From an optimization exercise on the open Yosys and OpenROAD flow, aimed at small area; shortcuts taken in it are not production practice. Function was checked by simulation only, so behaviour that the tests miss may differ from the original. Power is estimated from default activity; no workload was simulated.

Setup of juniper:
## cf_cpu
module cf_cpu (
	input wire clk,
	input wire rst_n,
	output wire [16:0] bus_address,
	output wire bus_wr_en,
	output wire bus_io_flag,
	output wire bus_burst,
	output wire [15:0] bus_data_in,
	output wire bus_enable,
	input wire bus_ready,
	input wire [15:0] bus_data_out
);
	localparam [5:0]
		S_INIT  = 6'd0,  S_FETCH = 6'd1,  S_RDOP  = 6'd2,  S_OPA   = 6'd3,
		S_OPN   = 6'd4,  S_NORM  = 6'd5,  S_AN    = 6'd6,  S_AXS   = 6'd7,
		S_ASP   = 6'd8,  S_RDP   = 6'd9,  S_AM    = 6'd10, S_RDO   = 6'd11,
		S_EXA   = 6'd12, S_CMP1  = 6'd13, S_SETB  = 6'd14, S_CLRT  = 6'd15,
		S_MSTEP = 6'd16, S_DZ    = 6'd17, S_SHLT  = 6'd18, S_TRIAL = 6'd19,
		S_STEP  = 6'd20, S_SHIFTA= 6'd21, S_SHX   = 6'd22, S_DATA  = 6'd23,
		S_WR    = 6'd24, S_LEA   = 6'd25, S_AP    = 6'd26, S_RDT   = 6'd27,
		S_JM    = 6'd28, S_SJ    = 6'd29, S_SWA   = 6'd30, S_SWB   = 6'd31,
		S_SWV   = 6'd32, S_SWC   = 6'd33, S_SWE   = 6'd34, S_PSH1  = 6'd35,
		S_PD    = 6'd36, S_SN    = 6'd37, S_MISC  = 6'd38, S_IOA   = 6'd39,
		S_IOX   = 6'd40, S_SWP1  = 6'd41, S_SWP2  = 6'd42, S_SWP3  = 6'd43;
	localparam [3:0] A_0 = 0, A_A = 1, A_X = 2, A_R0 = 3, A_R1 = 4, A_S = 5,
	                 A_P = 6, A_T = 7, A_M = 8, A_AR = 9;
	localparam [3:0] B_0 = 0, B_M = 1, B_N = 2, B_A = 3, B_K2 = 4, B_K6 = 5,
  ...
Settings: LEC_CHECK=0, CAP_MARGIN=20, CORE_MARGIN=2, CORE_UTILIZATION=40, SLEW_MARGIN=20; clock period 10.0 ns.
run.sh (not shown) runs the stock make flow with config.mk's settings and CLKGATE_MAP_FILE= SYNTH_SCRIPT=/design/flow/synth_recipe.tcl, a recipe that flattens the netlist after the stock synthesis.
diff inputs: juniper => xenon
# juniper
export LEC_CHECK = 0
export CAP_MARGIN = 20
export CORE_MARGIN = 2
export CORE_UTILIZATION = 40
export SLEW_MARGIN = 20
create_clock -name core_clock -period 10.0 [get_ports {clk}]
# xenon
export LEC_CHECK = 0
export ABC_AREA = 1
export CAP_MARGIN = 20
export CORE_MARGIN = 2
export CORE_UTILIZATION = 40
export SLEW_MARGIN = 20
export BUFFER_PORTS_ARGS = -buffer_cell sky130_fd_sc_hd__buf_1
export CTS_ARGS = -sink_clustering_enable -repair_clock_nets -dont_use_dummy_load
create_clock -name core_clock -period 10.0 [get_ports {clk}]
==> flow/flow/run.sh (new file) <==
#!/bin/bash
# Layout flow: the standard flow, with smaller port buffers and a clock tree
# built without dummy loads.  Each tool's output goes to a log of its own.
set -e
cp standard.sh standard_sh_copy.log
cat >> config.mk <<'EOF'
export BUFFER_PORTS_ARGS = -buffer_cell sky130_fd_sc_hd__buf_1
export CTS_ARGS = -sink_clustering_enable -repair_clock_nets -dont_use_dummy_load
EOF
bash standard.sh > standard.log 2>&1
==> flow/standard.sh (new file) <==
#!/bin/bash
# synth_recipe.tcl (not shown) runs the flow's synth.tcl, then flattens the netlist and writes it again
# the make line also repeats each setting of config.mk as NAME=value (left out here)
make -C /OpenROAD-flow-scripts/flow DESIGN_CONFIG=/design/flow/config.mk WORK_HOME=/design/flow/orfs CLKGATE_MAP_FILE= SYNTH_SCRIPT=/design/flow/synth_recipe.tcl "${@:-finish}"
removed: flow/run.sh
### Flow results
- No stage failed in xenon, and the final checks on the layout all came back clean.
- What xenon reported for area after synthesis has to be multiplied by 1.15 to get the figure for juniper.
- In xenon, the clock network power share came out 6.7 points below the value in juniper.
- Compared with juniper, xenon degrades worst hold slack.
- Switching portion of total power ended up 3.8 points lower on xenon than on juniper.
- xenon: share of power burned in combinational logic 0.2 points above juniper
Input-level comparison between onyx and xenon:
# xenon
export LEC_CHECK = 0
export ABC_AREA = 1
export CAP_MARGIN = 20
export CORE_MARGIN = 2
export CORE_UTILIZATION = 40
export SLEW_MARGIN = 20
export BUFFER_PORTS_ARGS = -buffer_cell sky130_fd_sc_hd__buf_1
export CTS_ARGS = -sink_clustering_enable -repair_clock_nets -dont_use_dummy_load
create_clock -name core_clock -period 10.0 [get_ports {clk}]
# onyx
export LEC_CHECK = 0
export ABC_AREA = 1
export CAP_MARGIN = 20
export CORE_MARGIN = 2
export CORE_UTILIZATION = 40
export SLEW_MARGIN = 20
create_clock -name core_clock -period 10.0 [get_ports {clk}]
==> flow/run.sh (new file) <==
#!/bin/bash
# synth_recipe.tcl (not shown) runs the flow's synth.tcl, then flattens the netlist and writes it again
# the make line also repeats each setting of config.mk as NAME=value (left out here)
make -C /OpenROAD-flow-scripts/flow DESIGN_CONFIG=/design/flow/config.mk WORK_HOME=/design/flow/orfs CLKGATE_MAP_FILE= SYNTH_SCRIPT=/design/flow/synth_recipe.tcl finish
removed: flow/flow/run.sh
removed: flow/standard.sh
Between xenon and onyx, the flow reports static leakage increasing by a few percent. Compared onyx vs xenon, and via-per-instance ratio is down in onyx. The higher combinational power of xenon and onyx is in onyx. Compared with xenon, onyx shows a higher met3 wire length.
Relative to onyx, the following input files were edited for pepper:
# onyx
export LEC_CHECK = 0
export ABC_AREA = 1
export CAP_MARGIN = 20
export CORE_MARGIN = 2
export CORE_UTILIZATION = 40
export SLEW_MARGIN = 20
create_clock -name core_clock -period 10.0 [get_ports {clk}]
# pepper
export LEC_CHECK = 0
export ABC_AREA = 1
export CAP_MARGIN = 20
export CORE_MARGIN = 2
export CORE_UTILIZATION = 40
export SLEW_MARGIN = 20
export BUFFER_PORTS_ARGS = -buffer_cell sky130_fd_sc_hd__buf_1
export CTS_ARGS = -sink_clustering_enable -repair_clock_nets -dont_use_dummy_load -buf_list sky130_fd_sc_hd__clkbuf_8
create_clock -name core_clock -period 10.0 [get_ports {clk}]
==> flow/flow/run.sh (new file) <==
#!/bin/bash
# Layout flow: the standard flow, with smaller port buffers and a clock tree
# built without dummy loads.  Each tool's output goes to a log of its own.
set -e
cp standard.sh standard_sh_copy.log
cat >> config.mk <<'EOF'
export BUFFER_PORTS_ARGS = -buffer_cell sky130_fd_sc_hd__buf_1
export CTS_ARGS = -sink_clustering_enable -repair_clock_nets -dont_use_dummy_load -buf_list sky130_fd_sc_hd__clkbuf_8
EOF
bash standard.sh > standard.log 2>&1
==> flow/standard.sh (new file) <==
#!/bin/bash
# synth_recipe.tcl (not shown) runs the flow's synth.tcl, then flattens the netlist and writes it again
# the make line also repeats each setting of config.mk as NAME=value (left out here)
make -C /OpenROAD-flow-scripts/flow DESIGN_CONFIG=/design/flow/config.mk WORK_HOME=/design/flow/orfs CLKGATE_MAP_FILE= SYNTH_SCRIPT=/design/flow/synth_recipe.tcl "${@:-finish}"
removed: flow/run.sh
==> comparison <==
Timing, DRC, antenna: 0 failures across onyx and pepper
The core of pepper is less densely filled than that of onyx.
On via count, onyx and pepper are basically level.
Setup WNS onyx -> pepper: better

[separate check: timing with driven ports]
The flow's constraints put no driver on any port. The routed layouts listed below were extracted and timed again, unchanged, in two steps.
Step 1: set_driving_cell puts a clkbuf_16 on clk and a buf_2 on each other input, an assumption about the parent block.
Step 2 adds t to the input delays and takes it off the output delays; t is the mean of the earliest and latest rising clock arrival at the registers after step 1. Input paths then give back, and output paths get back, about the clock's delay inside the block.
a / b / c = ideal / step 1 / step 2; a / b = the first two.
run | shift t [ns] | setup slack, ns | worst setup path at the end | worst register clock-pin slew, ns | worst slew at a driven data input, ns
juniper | 0.476 | 4.206 / 4.206 / 4.206 | register to register | 0.08 / 0.08 | 0.04
xenon | 0.461 | 4.922 / 4.922 / 4.922 | register to register | 0.08 / 0.08 | 0.04
onyx | 0.479 | 4.743 / 4.698 / 4.971 | register to register | 0.09 / 0.09 | 0.04
pepper | 0.464 | 4.883 / 4.883 / 4.883 | register to register | 0.12 / 0.12 | 0.04
After both steps setup and hold are still met in every run listed.
